This is an optimization exercise on Yosys and OpenROAD, whose aim is small area, a short achievable clock period and few clock cycles per item, not a production implementation. RTL that was checked went through simulation tests only; none was proved equivalent to the original. Only the layout flow was run in run 2; the RTL was not checked for function there.

## flow/design.v (module list and top-level ports; edited modules follow where they fit)
// module sqrt_binary_search: 882 lines
module sqrt_binary_search (
    input  logic        clk,
    input  logic        rst,         
    input  logic        valid_in,
    input  logic [15:0] x,           
    output logic [15:0] x_sqrt,      
    output logic        valid_out
);
  // ...
==> flow/flow/run.sh <==
#!/bin/bash
# The standard layout (standard.sh), with two changes:
#  - no adder-cell mapping in synthesis (ADDER_MAP_FILE empty): ABC maps the
#    adders from plain gates instead of the slow ha/fa cells;
#  - buf_2 cells as the port buffers (buffer_ports otherwise picks the slow
#    clkdlybuf4s50_1).
set -e
export ADDER_MAP_FILE=
export BUFFER_PORTS_ARGS="-buffer_cell sky130_fd_sc_hd__buf_2"
bash standard.sh > standard.log 2>&1
==> flow/standard.sh <==
#!/bin/bash
# synth_recipe.tcl (not shown) runs the flow's synth.tcl, then flattens the netlist and writes it again
# the make line also repeats each setting of config.mk as NAME=value (left out here)
make -C /OpenROAD-flow-scripts/flow DESIGN_CONFIG=/design/flow/config.mk WORK_HOME=/design/flow/orfs CLKGATE_MAP_FILE= SYNTH_SCRIPT=/design/flow/synth_recipe.tcl "${@:-finish}"
==> flow/config.mk <==
export PLATFORM = sky130hd
export DESIGN_NAME = sqrt_binary_search
export DESIGN_NICKNAME = sqrt_binary_search
export VERILOG_FILES = /design/flow/design.v
export SDC_FILE = /design/flow/constraint.sdc
export NUM_CORES = 4
export LEC_CHECK = 0
export ABC_AREA = 1
export CAP_MARGIN = 20
export CORE_MARGIN = 2
export CORE_UTILIZATION = 40
export SETUP_SLACK_MARGIN = 1.5
export SLEW_MARGIN = 20
==> flow/constraint.sdc <==
create_clock -name core_clock -period 11.0 [get_ports {clk}]
set_input_delay 2.2000 -clock core_clock [delete_from_list [all_inputs] [get_ports {clk}]]
set_output_delay 2.2000 -clock core_clock [all_outputs]
set_load 0.01 [all_outputs]
==> results.toml, run 1 <==
[route]
drt_wl_total_um = 9490
wl_met2_um = 4600
post-route-drc-count = 0

[synth]
yosys.area_share.simple_pct = 58.5
synth_top_family_by_area = "simple AND/OR/NAND/NOR gates"
synth_compound_area_share_pct = 4.92
yosys_warnings = 1
synth.area.mux_share_pct = 0

[die]
die_w_um = 102
die_h_um = 102
rows = 35
coreArea_um2 = 9280

[cts]
cts_setup_buffers = 0
ctsHoldBuffers = 0
clk_pin_slew_ns = 0.06
cts_made_buffers = 3

[final_layout]
final_cells = 825
buffer_area_share_pct = 3.78
syn2layout_area_growth_pct = 6.88

[global_routing]
globalRoute.busiestLayer = "met2"

[worst_setup_path]
path_max_fanout = 16
cpMaxStageDelayCell = "dfxtp_1"

[placement]
dp_slack_ns = 3.11

[run_status]
outcome = "no timing/DRC/antenna violations"

[sta]
slew_viol_final = 0
layout_setup_ws_ns = 2.79

[power_and_ir_drop]
Testbench counts, summed over its fixed seeds: cycles 262,148, items 262,144.
==> inputs of run 2 (changes only) <==
--- a/flow/design.v
+++ b/flow/design.v
@@ -326,120 +326,121 @@
     assign s_p6_4[6] = s_p6_3[6];
     assign s_g6_4[7] = s_g6_3[7];
     assign s_p6_4[7] = s_p6_3[7];
     assign s_g6_4[8] = s_g6_3[8] | (s_p6_3[8] & s_g6_3[7]);
     assign s_p6_4[8] = s_p6_3[8] & s_p6_3[7];
     wire [8:0] s_c6 = {s_g6_4[7:0], 1'b0};
     wire [8:0] s_r7 = s_a6 ^ (s_o6 ^ s_c6);
     wire [6:0] s_q7 = {s_q6, ~s_r7[8]};
-    logic [6:0] q_r;
-    logic [8:0] r_r;
-    logic [1:0] x_r;
+    wire [9:0] s_a7 = {s_r7[7:0], x[1:0]};
+    wire [9:0] s_o7 = {s_q7[0], s_q7 ^ {7{s_q7[0]}}, 2'b11};
+    wire [9:0] s_g7_0 = s_a7 & s_o7;
+    wire [9:0] s_p7_0 = s_a7 | s_o7;
+    wire [9:0] s_g7_1, s_p7_1;
+    assign s_g7_1[0] = s_g7_0[0];
+    assign s_p7_1[0] = s_p7_0[0];
+    assign s_g7_1[1] = s_g7_0[1] | (s_p7_0[1] & s_g7_0[0]);
+    assign s_p7_1[1] = s_p7_0[1] & s_p7_0[0];
+    assign s_g7_1[2] = s_g7_0[2];
+    assign s_p7_1[2] = s_p7_0[2];
+    assign s_g7_1[3] = s_g7_0[3] | (s_p7_0[3] & s_g7_0[2]);
+    assign s_p7_1[3] = s_p7_0[3] & s_p7_0[2];
+    assign s_g7_1[4] = s_g7_0[4];
+    assign s_p7_1[4] = s_p7_0[4];
+    assign s_g7_1[5] = s_g7_0[5] | (s_p7_0[5] & s_g7_0[4]);
+    assign s_p7_1[5] = s_p7_0[5] & s_p7_0[4];
+    assign s_g7_1[6] = s_g7_0[6];
+    assign s_p7_1[6] = s_p7_0[6];
+    assign s_g7_1[7] = s_g7_0[7] | (s_p7_0[7] & s_g7_0[6]);
+    assign s_p7_1[7] = s_p7_0[7] & s_p7_0[6];
+    assign s_g7_1[8] = s_g7_0[8];
+    assign s_p7_1[8] = s_p7_0[8];
+    assign s_g7_1[9] = s_g7_0[9] | (s_p7_0[9] & s_g7_0[8]);
+    assign s_p7_1[9] = s_p7_0[9] & s_p7_0[8];
+    wire [9:0] s_g7_2, s_p7_2;
+    assign s_g7_2[0] = s_g7_1[0];
+    assign s_p7_2[0] = s_p7_1[0];
+    assign s_g7_2[1] = s_g7_1[1];
+    assign s_p7_2[1] = s_p7_1[1];
+    assign s_g7_2[2] = s_g7_1[2] | (s_p7_1[2] & s_g7_1[1]);
+    assign s_p7_2[2] = s_p7_1[2] & s_p7_1[1];
+    assign s_g7_2[3] = s_g7_1[3] | (s_p7_1[3] & s_g7_1[1]);
+    assign s_p7_2[3] = s_p7_1[3] & s_p7_1[1];
+    assign s_g7_2[4] = s_g7_1[4];
+    assign s_p7_2[4] = s_p7_1[4];
+    assign s_g7_2[5] = s_g7_1[5];
+    assign s_p7_2[5] = s_p7_1[5];
+    assign s_g7_2[6] = s_g7_1[6] | (s_p7_1[6] & s_g7_1[5]);
+    assign s_p7_2[6] = s_p7_1[6] & s_p7_1[5];
+    assign s_g7_2[7] = s_g7_1[7] | (s_p7_1[7] & s_g7_1[5]);
+    assign s_p7_2[7] = s_p7_1[7] & s_p7_1[5];
+    assign s_g7_2[8] = s_g7_1[8];
+    assign s_p7_2[8] = s_p7_1[8];
+    assign s_g7_2[9] = s_g7_1[9];
+    assign s_p7_2[9] = s_p7_1[9];
+    wire [9:0] s_g7_3, s_p7_3;
+    assign s_g7_3[0] = s_g7_2[0];
+    assign s_p7_3[0] = s_p7_2[0];
+    assign s_g7_3[1] = s_g7_2[1];
+    assign s_p7_3[1] = s_p7_2[1];
+    assign s_g7_3[2] = s_g7_2[2];
+    assign s_p7_3[2] = s_p7_2[2];
+    assign s_g7_3[3] = s_g7_2[3];
+    assign s_p7_3[3] = s_p7_2[3];
+    assign s_g7_3[4] = s_g7_2[4] | (s_p7_2[4] & s_g7_2[3]);
+    assign s_p7_3[4] = s_p7_2[4] & s_p7_2[3];
+    assign s_g7_3[5] = s_g7_2[5] | (s_p7_2[5] & s_g7_2[3]);
+    assign s_p7_3[5] = s_p7_2[5] & s_p7_2[3];
+    assign s_g7_3[6] = s_g7_2[6] | (s_p7_2[6] & s_g7_2[3]);
+    assign s_p7_3[6] = s_p7_2[6] & s_p7_2[3];
+    assign s_g7_3[7] = s_g7_2[7] | (s_p7_2[7] & s_g7_2[3]);
+    assign s_p7_3[7] = s_p7_2[7] & s_p7_2[3];
+    assign s_g7_3[8] = s_g7_2[8];
+    assign s_p7_3[8] = s_p7_2[8];
+    assign s_g7_3[9] = s_g7_2[9];
+    assign s_p7_3[9] = s_p7_2[9];
+    wire [9:0] s_g7_4, s_p7_4;
+    assign s_g7_4[0] = s_g7_3[0];
+    assign s_p7_4[0] = s_p7_3[0];
+    assign s_g7_4[1] = s_g7_3[1];
+    assign s_p7_4[1] = s_p7_3[1];
+    assign s_g7_4[2] = s_g7_3[2];
+    assign s_p7_4[2] = s_p7_3[2];
+    assign s_g7_4[3] = s_g7_3[3];
+    assign s_p7_4[3] = s_p7_3[3];
+    assign s_g7_4[4] = s_g7_3[4];
+    assign s_p7_4[4] = s_p7_3[4];
+    assign s_g7_4[5] = s_g7_3[5];
+    assign s_p7_4[5] = s_p7_3[5];
+    assign s_g7_4[6] = s_g7_3[6];
+    assign s_p7_4[6] = s_p7_3[6];
+    assign s_g7_4[7] = s_g7_3[7];
+    assign s_p7_4[7] = s_p7_3[7];
+    assign s_g7_4[8] = s_g7_3[8] | (s_p7_3[8] & s_g7_3[7]);
+    assign s_p7_4[8] = s_p7_3[8] & s_p7_3[7];
+    assign s_g7_4[9] = s_g7_3[9] | (s_p7_3[9] & s_g7_3[7]);
+    assign s_p7_4[9] = s_p7_3[9] & s_p7_3[7];
+    wire [9:0] s_c7 = {s_g7_4[8:0], 1'b0};
+    wire [9:0] s_r8 = s_a7 ^ (s_o7 ^ s_c7);
+    wire [7:0] s_q8 = {s_q7, ~s_r8[9]};
+    logic s_r;                
+    logic [6:0] o_r;      
+    logic [9:0] r_r;
     logic v_r;
     always_ff @(posedge clk) begin
         if (rst) v_r <= 1'b0;
         else     v_r <= valid_in;
-        q_r <= s_q7;
-        r_r <= s_r7;
-        x_r <= x[1:0];
+        s_r <= s_q8[0];
+        o_r <= s_q8[7:1] ^ {7{s_q8[0]}};
+        r_r <= s_r8;
     end
-    wire [9:0] t_a7 = {r_r[7:0], x_r[1:0]};
-    wire [9:0] t_o7 = {q_r[0], q_r ^ {7{q_r[0]}}, 2'b11};
-    wire [9:0] t_g7_0 = t_a7 & t_o7;
-    wire [9:0] t_p7_0 = t_a7 | t_o7;
-    wire [9:0] t_g7_1, t_p7_1;
-    assign t_g7_1[0] = t_g7_0[0];
-    assign t_p7_1[0] = t_p7_0[0];
-    assign t_g7_1[1] = t_g7_0[1] | (t_p7_0[1] & t_g7_0[0]);
-    assign t_p7_1[1] = t_p7_0[1] & t_p7_0[0];
-    assign t_g7_1[2] = t_g7_0[2];
-    assign t_p7_1[2] = t_p7_0[2];
-    assign t_g7_1[3] = t_g7_0[3] | (t_p7_0[3] & t_g7_0[2]);
-    assign t_p7_1[3] = t_p7_0[3] & t_p7_0[2];
-    assign t_g7_1[4] = t_g7_0[4];
-    assign t_p7_1[4] = t_p7_0[4];
-    assign t_g7_1[5] = t_g7_0[5] | (t_p7_0[5] & t_g7_0[4]);
-    assign t_p7_1[5] = t_p7_0[5] & t_p7_0[4];
-    assign t_g7_1[6] = t_g7_0[6];
-    assign t_p7_1[6] = t_p7_0[6];
-    assign t_g7_1[7] = t_g7_0[7] | (t_p7_0[7] & t_g7_0[6]);
-    assign t_p7_1[7] = t_p7_0[7] & t_p7_0[6];
-    assign t_g7_1[8] = t_g7_0[8];
-    assign t_p7_1[8] = t_p7_0[8];
-    assign t_g7_1[9] = t_g7_0[9] | (t_p7_0[9] & t_g7_0[8]);
-    assign t_p7_1[9] = t_p7_0[9] & t_p7_0[8];
-    wire [9:0] t_g7_2, t_p7_2;
-    assign t_g7_2[0] = t_g7_1[0];
-    assign t_p7_2[0] = t_p7_1[0];
-    assign t_g7_2[1] = t_g7_1[1];
-    assign t_p7_2[1] = t_p7_1[1];
-    assign t_g7_2[2] = t_g7_1[2] | (t_p7_1[2] & t_g7_1[1]);
-    assign t_p7_2[2] = t_p7_1[2] & t_p7_1[1];
-    assign t_g7_2[3] = t_g7_1[3] | (t_p7_1[3] & t_g7_1[1]);
-    assign t_p7_2[3] = t_p7_1[3] & t_p7_1[1];
-    assign t_g7_2[4] = t_g7_1[4];
-    assign t_p7_2[4] = t_p7_1[4];
-    assign t_g7_2[5] = t_g7_1[5];
-    assign t_p7_2[5] = t_p7_1[5];
-    assign t_g7_2[6] = t_g7_1[6] | (t_p7_1[6] & t_g7_1[5]);
-    assign t_p7_2[6] = t_p7_1[6] & t_p7_1[5];
-    assign t_g7_2[7] = t_g7_1[7] | (t_p7_1[7] & t_g7_1[5]);
-    assign t_p7_2[7] = t_p7_1[7] & t_p7_1[5];
-    assign t_g7_2[8] = t_g7_1[8];
-    assign t_p7_2[8] = t_p7_1[8];
-    assign t_g7_2[9] = t_g7_1[9];
-    assign t_p7_2[9] = t_p7_1[9];
-    wire [9:0] t_g7_3, t_p7_3;
-    assign t_g7_3[0] = t_g7_2[0];
-    assign t_p7_3[0] = t_p7_2[0];
-    assign t_g7_3[1] = t_g7_2[1];
-    assign t_p7_3[1] = t_p7_2[1];
-    assign t_g7_3[2] = t_g7_2[2];
-    assign t_p7_3[2] = t_p7_2[2];
-    assign t_g7_3[3] = t_g7_2[3];
-    assign t_p7_3[3] = t_p7_2[3];
-    assign t_g7_3[4] = t_g7_2[4] | (t_p7_2[4] & t_g7_2[3]);
-    assign t_p7_3[4] = t_p7_2[4] & t_p7_2[3];
-    assign t_g7_3[5] = t_g7_2[5] | (t_p7_2[5] & t_g7_2[3]);
-    assign t_p7_3[5] = t_p7_2[5] & t_p7_2[3];
-    assign t_g7_3[6] = t_g7_2[6] | (t_p7_2[6] & t_g7_2[3]);
-    assign t_p7_3[6] = t_p7_2[6] & t_p7_2[3];
-    assign t_g7_3[7] = t_g7_2[7] | (t_p7_2[7] & t_g7_2[3]);
-    assign t_p7_3[7] = t_p7_2[7] & t_p7_2[3];
-    assign t_g7_3[8] = t_g7_2[8];
-    assign t_p7_3[8] = t_p7_2[8];
-    assign t_g7_3[9] = t_g7_2[9];
-    assign t_p7_3[9] = t_p7_2[9];
-    wire [9:0] t_g7_4, t_p7_4;
-    assign t_g7_4[0] = t_g7_3[0];
-    assign t_p7_4[0] = t_p7_3[0];
-    assign t_g7_4[1] = t_g7_3[1];
-    assign t_p7_4[1] = t_p7_3[1];
-    assign t_g7_4[2] = t_g7_3[2];
-    assign t_p7_4[2] = t_p7_3[2];
-    assign t_g7_4[3] = t_g7_3[3];
-    assign t_p7_4[3] = t_p7_3[3];
-    assign t_g7_4[4] = t_g7_3[4];
-    assign t_p7_4[4] = t_p7_3[4];
-    assign t_g7_4[5] = t_g7_3[5];
-    assign t_p7_4[5] = t_p7_3[5];
-    assign t_g7_4[6] = t_g7_3[6];
-    assign t_p7_4[6] = t_p7_3[6];
-    assign t_g7_4[7] = t_g7_3[7];
-    assign t_p7_4[7] = t_p7_3[7];
-    assign t_g7_4[8] = t_g7_3[8] | (t_p7_3[8] & t_g7_3[7]);
-    assign t_p7_4[8] = t_p7_3[8] & t_p7_3[7];
-    assign t_g7_4[9] = t_g7_3[9] | (t_p7_3[9] & t_g7_3[7]);
-    assign t_p7_4[9] = t_p7_3[9] & t_p7_3[7];
-    wire [9:0] t_c7 = {t_g7_4[8:0], 1'b0};
-    wire [9:0] t_r8 = t_a7 ^ (t_o7 ^ t_c7);
-    wire [7:0] t_q8 = {q_r, ~t_r8[9]};
-    wire [10:0] t_a8 = {t_r8[8:0], 2'b00};
-    wire [10:0] t_o8 = {t_q8[0], t_q8 ^ {8{t_q8[0]}}, 2'b11};
+    wire [7:0] q_r = {o_r ^ {7{s_r}}, s_r};
+    wire [10:0] t_a8 = {r_r[8:0], 2'b00};
+    wire [10:0] t_o8 = {s_r, o_r, 1'b0, 2'b11};
     wire [10:0] t_g8_0 = t_a8 & t_o8;
     wire [10:0] t_p8_0 = t_a8 | t_o8;
     wire [10:0] t_g8_1, t_p8_1;
     assign t_g8_1[0] = t_g8_0[0];
     assign t_p8_1[0] = t_p8_0[0];
     assign t_g8_1[1] = t_g8_0[1] | (t_p8_0[1] & t_g8_0[0]);
     assign t_p8_1[1] = t_p8_0[1] & t_p8_0[0];
     assign t_g8_1[2] = t_g8_0[2];
@@ -526,17 +527,17 @@
     assign t_g8_4[8] = t_g8_3[8] | (t_p8_3[8] & t_g8_3[7]);
     assign t_p8_4[8] = t_p8_3[8] & t_p8_3[7];
     assign t_g8_4[9] = t_g8_3[9] | (t_p8_3[9] & t_g8_3[7]);
     assign t_p8_4[9] = t_p8_3[9] & t_p8_3[7];
     assign t_g8_4[10] = t_g8_3[10] | (t_p8_3[10] & t_g8_3[7]);
     assign t_p8_4[10] = t_p8_3[10] & t_p8_3[7];
     wire [10:0] t_c8 = {t_g8_4[9:0], 1'b0};
     wire [10:0] t_r9 = t_a8 ^ (t_o8 ^ t_c8);
-    wire [8:0] t_q9 = {t_q8, ~t_r9[10]};
+    wire [8:0] t_q9 = {q_r, ~t_r9[10]};
     wire [11:0] t_a9 = {t_r9[9:0], 2'b00};
     wire [11:0] t_o9 = {t_q9[0], t_q9 ^ {9{t_q9[0]}}, 2'b11};
     wire [11:0] t_g9_0 = t_a9 & t_o9;
     wire [11:0] t_p9_0 = t_a9 | t_o9;
     wire [11:0] t_g9_1, t_p9_1;
     assign t_g9_1[0] = t_g9_0[0];
     assign t_p9_1[0] = t_p9_0[0];
     assign t_g9_1[1] = t_g9_0[1] | (t_p9_0[1] & t_g9_0[0]);
==> flow/flow/run.sh (replaced) <==
#!/bin/bash
set -e
cp standard.sh standard_sh.log
cp synth_recipe.tcl synth_recipe_tcl.log
export BUFFER_PORTS_ARGS="-buffer_cell sky130_fd_sc_hd__buf_2"
bash standard.sh > standard.log 2>&1
==> run 2 against run 1 <==
Still clean. Routed wire length down 6.8%. First-iteration DRC count is 19% higher. Sequential cell count did not move. Worst hold slack gained 0.054 ns. Global-route usage down 2.2 points. Area after synthesis up 1.9%. Die area grew 1.9%. Via count is 2.8% lower. Fmax fell by 7.5%. Synthesized cell count decreased by 4.3%. Critical path type is now input pin to register. Critical endpoint is now o_r[4]$_DFF_P_.
==> results.toml, run 2 <==
[run_status]
outcome = "no timing/DRC/antenna violations"

[worst_setup_path]
cpMaxStageDelayCell = "fa_1"
required_ns = 11.18
worstPathArrival_ns = 9.05
cp-start-kind = "input pin"
worstSetupEndpointType = "register"
path_max_fanout = 9
crit_top_cell = "nand2_1"
cpPeakStageDelay_ns = 0.46
crit_type = "input pin to register"

[synth]
synth_edf_count = 0
synth.area.top_cells = "nand2_1 (19%), inv_1 (10%), dfxtp_1 (9.2%)"
ys_seq_elements = 18
synth_flop_cell = "dfxtp_1"
synth_common_cells = "nand2_1 (203), inv_1 (109), nand3_1 (68)"
synthCells = 640
syn_area_um2 = 3910
yosysSeqAreaShare_pct = 9.21
yosys_warnings = 1
synth_top_area_cell = "nand2_1"
synthArstFlopShare_pct = 0
yosys.area.top_type_share_pct = 19.5
synthDistinctLibCells = 44
synth.avg_cell_area_um2 = 6.11
yosysMostFrequentCell = "nand2_1"

[cts]
cts_tree = "yes"
clockBufferDepth = 2
cts-root-buf = "clkbuf_8"
clk_pin_slew_ns = 0.06
cts_sinks = 18
ctsHoldBuffers = 0
cts-resized-gates = 0
cts_setup_buffers = 0
cts_made_buffers = 3
htreeDepth = 1

[route]
detail_route.first_pass.iterations = 4
wl_per_cell_um = 11.0
drt_iter0_drc = 166
drt_wl_total_um = 8840
viasPerCell = 4.75
vias = 3813
post-route-drc-count = 0
ant_nets = 0

[final_layout]
final_area_um2 = 4260
largest_reg_flops = 9
layout_commonest_cell = "nand2_1"
layout.nets = 715
fill_cells = 1054
multi_input_area_um2 = 3090
syn2layout_area_growth_pct = 8.86
top_register = "r_r"
register_area_um2 = 360
final_cell_mix = "nand2_1 (203), inv_1 (109), nand3_1 (68)"
diodes = 0
drive_above_1_share_pct = 18.5
largest_registers = "r_r (9), o_r (7)"

[sta]
slew_viol_final = 0
finalCritPeriodShare_pct = 80.7
setup_tns_ns = 0
fin_crit_ns = 8.88
hold_viol = 0
setup_viol = 0
worst_slew_pin_slew_ns = 0.694
rsz0062_at_grt = "no"
relSlewSlack_pct = 53.6
fmax_mhz = 113

[placement]
gp_congestion = 0.906
dp_hpwl_um = 7680
port_buffers = 31
placed_cell_area_um2 = 4180

[die]
die_w_um = 103
ios = 36
die_h_um = 103
initial_core_util_pct = 40.6
rows = 36
dieArea_um2 = 10600
coreArea_um2 = 9640

[worst_hold_path]
hold_depth = 2
min_path_type = "input pin to register"

[global_routing]
grt_pass1_wl_um = 15000
antenna_found_initial = 0
grt_max_degree = 15
grtUsageTotal_pct = 17.3
grt_pass1_vias = 3450
grt_overflow_total = 0

[run]
max_cap_viol_count = 0
-- run 2: final cells by class --
| cell class | instances | share of cell area, % |
|---|---|---|
| repair buffers | 31 | 3.64 |
| multi-input cells | 503 | 72.6 |
| clock buffers | 4 | 1.29 |
| inverters | 114 | 10.0 |
| well taps | 133 | 3.91 |
| flip-flops and latches | 18 | 8.46 |
-- run 2: worst paths after layout --
kind / end / slack, ns / from
max: o_r[4]$_DFF_P_ / 2.12 / x[12]
min: v_r$_SDFF_PP0_ / 2.10 / rst
-- run 2: per-layer routing --
metal,GRT usage (%),wire length (um),vias up,part of all wire (%)
met4,1.62,44,0,0.50
met3,1.49,296,4,3.3
met1,23.9,4360,1727,49
li1,-,-,2016,-
met2,30.4,4150,66,47
met5,0,0,-,0
-- run 2: through the flow --
step                      cells  hold slack (ns)  setup WS [ns]  util [%]
after CTS                   803             2.09           1.94      43.9
after floorplan             643             2.27           2.53         -
after global placement      799             2.35           1.93      43.4
final                       803             2.10           2.12      44.2
after detailed placement    799             2.36           1.70      43.4
after global routing        803             2.09           1.52      44.2
-- run 2: logic make-up after synthesis --
kind of cell    synth area share, %
simple gates                   49.9
buf+inv                        12.6
xor+xnor                       13.8
fa+ha+maj                      10.4
compound gates                 4.03
flops                          9.21
other cells                  0.0958
-- run 2: critical path: cells and delay by family --
kind          cells  cell delay [ns]
buf+inv           3             0.25
simple gates     38             3.54
xor+xnor          5             1.14
fa+ha+maj         5             1.90

-- re-timing with driven ports --
How much do the figures lean on ideal ports? The routed layouts below were timed once more, with nothing changed but the port constraints. Step 1, drivers: a clkbuf_16 drives clk and a buf_2 each remaining input, both assumed. Step 2 adds t to the input delays and takes it off the output delays; t is the mean of the earliest and latest rising clock arrival at the registers after step 1. Input paths then give back, and output paths get back, about the clock's delay inside the block. a / b / c = no drivers / after step 1 / after step 2; a / b = the first two.
run	shift t [ns]	setup slack, ns	worst hold slack (ns)	worst register clock-pin slew, ns
run 1	0.274	2.791 / 2.766 / 3.040	2.043 / 2.041 / 2.315	0.06 / 0.06
run 2	0.273	2.123 / 2.130 / 1.858	2.097 / 2.096 / 2.369	0.06 / 0.06
After both steps setup and hold are still met in every run listed. For run 2, which loses most, drivers alone change the setup slack by +0.007 ns; drivers and shift together by -0.265 ns.
